What follows belongs to an exercise in optimizing a design on an open flow for small area and a short achievable clock period; a production flow would make more cautious choices. The RTL was checked by simulation tests, not by an equivalence proof against the original design. Power and IR drop assume default switching activity.

## build 43
// FloatingPoint_Multiplier_Complete
module FloatingPoint_Multiplier_Complete (
    input wire         clk,
    input wire         rst,
    input  wire [15:0] a,
    input  wire [15:0] b,
    output reg  [15:0] result,
    output reg         overflow,
    output reg         underflow
);
    wire es_g0 = a[10] & b[10];
    wire es_p0 = a[10] ^ b[10];
    wire es_g1 = a[11] & b[11];
    wire es_p1 = a[11] ^ b[11];
    wire es_g2 = a[12] & b[12];
    wire es_p2 = a[12] ^ b[12];
    wire es_g3 = a[13] & b[13];
    wire es_p3 = a[13] ^ b[13];
    wire es_g4 = a[14] & b[14];
    wire es_p4 = a[14] ^ b[14];
    wire es_G0_1 = es_g1 | (es_p1 & es_g0);
    wire es_P0_1 = es_p1 & es_p0;
    wire es_G0_2 = es_g2 | (es_p2 & es_g1);
    wire es_P0_2 = es_p2 & es_p1;
    wire es_G0_3 = es_g3 | (es_p3 & es_g2);
    wire es_P0_3 = es_p3 & es_p2;
    wire es_G0_4 = es_g4 | (es_p4 & es_g3);
    wire es_P0_4 = es_p4 & es_p3;
    wire es_G1_2 = es_G0_2 | (es_P0_2 & es_g0);
    wire es_P1_2 = es_P0_2 & es_p0;
    wire es_G1_3 = es_G0_3 | (es_P0_3 & es_G0_1);
    wire es_P1_3 = es_P0_3 & es_P0_1;
    wire es_G1_4 = es_G0_4 | (es_P0_4 & es_G0_2);
    wire es_P1_4 = es_P0_4 & es_P0_2;
    wire es_G2_4 = es_G1_4 | (es_P1_4 & es_g0);
    wire es_P2_4 = es_P1_4 & es_p0;
    wire es_s1 = es_p1 ^ es_g0;
    wire es_s2 = es_p2 ^ es_G0_1;
    wire es_s3 = es_p3 ^ es_G1_2;
    wire es_s4 = es_p4 ^ es_G1_3;
    reg        r1_sign, r1_ha;
    reg  [5:0] r1_es;    
    reg  [9:0] r1_ma;
    reg  [5:0] r1_one, r1_two;    
    reg  [4:0] r1_neg;
  ...
clock: 7.5 ns
lec_check: 0
abc_clock_period_in_ps: 2500
cap_margin: 20
core_margin: 2
core_utilization: 45
cts_buf_list: sky130_fd_sc_hd__clkbuf_8
setup_slack_margin: 4.7
slew_margin: 20
standard.sh (not shown) runs the stock make flow with config.mk's settings and CLKGATE_MAP_FILE= SYNTH_SCRIPT=/design/flow/synth_recipe.tcl, a recipe that flattens the netlist after the stock synthesis.
==> flow/flow/run.sh <==
#!/bin/bash
# Own layout flow: the standard flow (standard.sh) with two changes:
#  - synthesis runs Yosys's synth without its generic "abc -fast" pass
#    (-noabc), so the full adders written in the RTL reach extract_fa as
#    written instead of being remapped first; everything else in
#    synth_recipe.tcl (flatten, renames, registers) is unchanged;
#  - port buffers use the buffer cell named in flow/ports.txt.
# Each tool's output is in the ORFS logs under orfs/logs; make's own output
# goes to flow.log here.
set -euo pipefail
here=$(pwd)
first=$(head -n 1 synth_recipe.tcl)
if [[ "$first" != 'proc synth {args} { yosys synth -nofsm -noshare {*}$args }' ]]; then
  echo "unexpected first line of synth_recipe.tcl: $first" >&2
  exit 1
fi
{ echo 'proc synth {args} { yosys synth -nofsm -noshare -noabc {*}$args }'; tail -n +2 synth_recipe.tcl; } > own_synth.tcl
buf=$(tr -d ' \n' < flow/ports.txt)
sed -e "s#SYNTH_SCRIPT=[^ ]*#SYNTH_SCRIPT=$here/own_synth.tcl 'BUFFER_PORTS_ARGS=-buffer_cell $buf'#" standard.sh > own_standard.sh
grep -q own_synth.tcl own_standard.sh
bash own_standard.sh > flow.log 2>&1
==> flow/flow/ports.txt <==
sky130_fd_sc_hd__buf_1
Every stage of the flow completed for build 43, and the final layout passed the timing, DRC and antenna checks.
Changes in build 80 relative to build 43:
Settings: CORE_UTILIZATION: 45 -> 55.
[summary]
For the areal power density over the cells, build 80 came in about 1.1% higher than build 43 did. Clock network contribution to total cell area, build 43 and build 80: higher on build 80. Build 80 vs build 43, instance count: build 80 lower. In the tables for build 43 and build 80, portion of total power attributed to combinational logic reads higher with build 43.
The following lists how build 63 was set up differently from build 80:
Settings: swapping 55 for 65 in CORE_UTILIZATION.
[summary]
- Every stage of the flow completed for build 63, and the final layout passed the timing, DRC and antenna checks.
- Build 63 -> build 80: final area flat
- Build 63 vs build 80 — global routing usage on met3 rose 0.33 points.
- | relative area of non-clock buffer cells in the final design | build 63 vs build 80 | 0.33 points higher |
- Build 63 vs. build 80: worst setup slack shows a reduction of 0.025 ns; total power per unit cell area shows an increase of 7.1 mW/mm^2.
- Sort build 80 and build 63 by final weighted congestion in routability-driven placement desc -> top: build 63

-- what the ideal ports hide --
The flow's constraints put no driver on any port. The routed layouts listed below were extracted and timed again, unchanged, in two steps.
Step 1: set_driving_cell puts a clkbuf_16 on clk and a buf_2 on each other input, an assumption about the parent block.
Step 2 times the ports against the registers' clock, not the clock port: input delays grow and output delays shrink by t, the midpoint of the rising clock arrivals with the driver on.
Three values: ideal ports, drivers, drivers and shift; two values: the first two.
run | t, ns | slack for setup (ns) | worst setup path at the end | worst slew at a driven data input, ns
build 43 | 0.407 | 4.792 / 4.755 / 4.582 | input to register | 0.03
build 80 | 0.405 | 4.781 / 4.748 / 4.615 | input to register | 0.03
build 63 | 0.401 | 4.757 / 4.743 / 4.602 | input to register | 0.03
After both steps setup and hold are still met in every run listed. For build 43, which loses most, drivers alone change the setup slack by -0.037 ns; drivers and shift together by -0.210 ns.
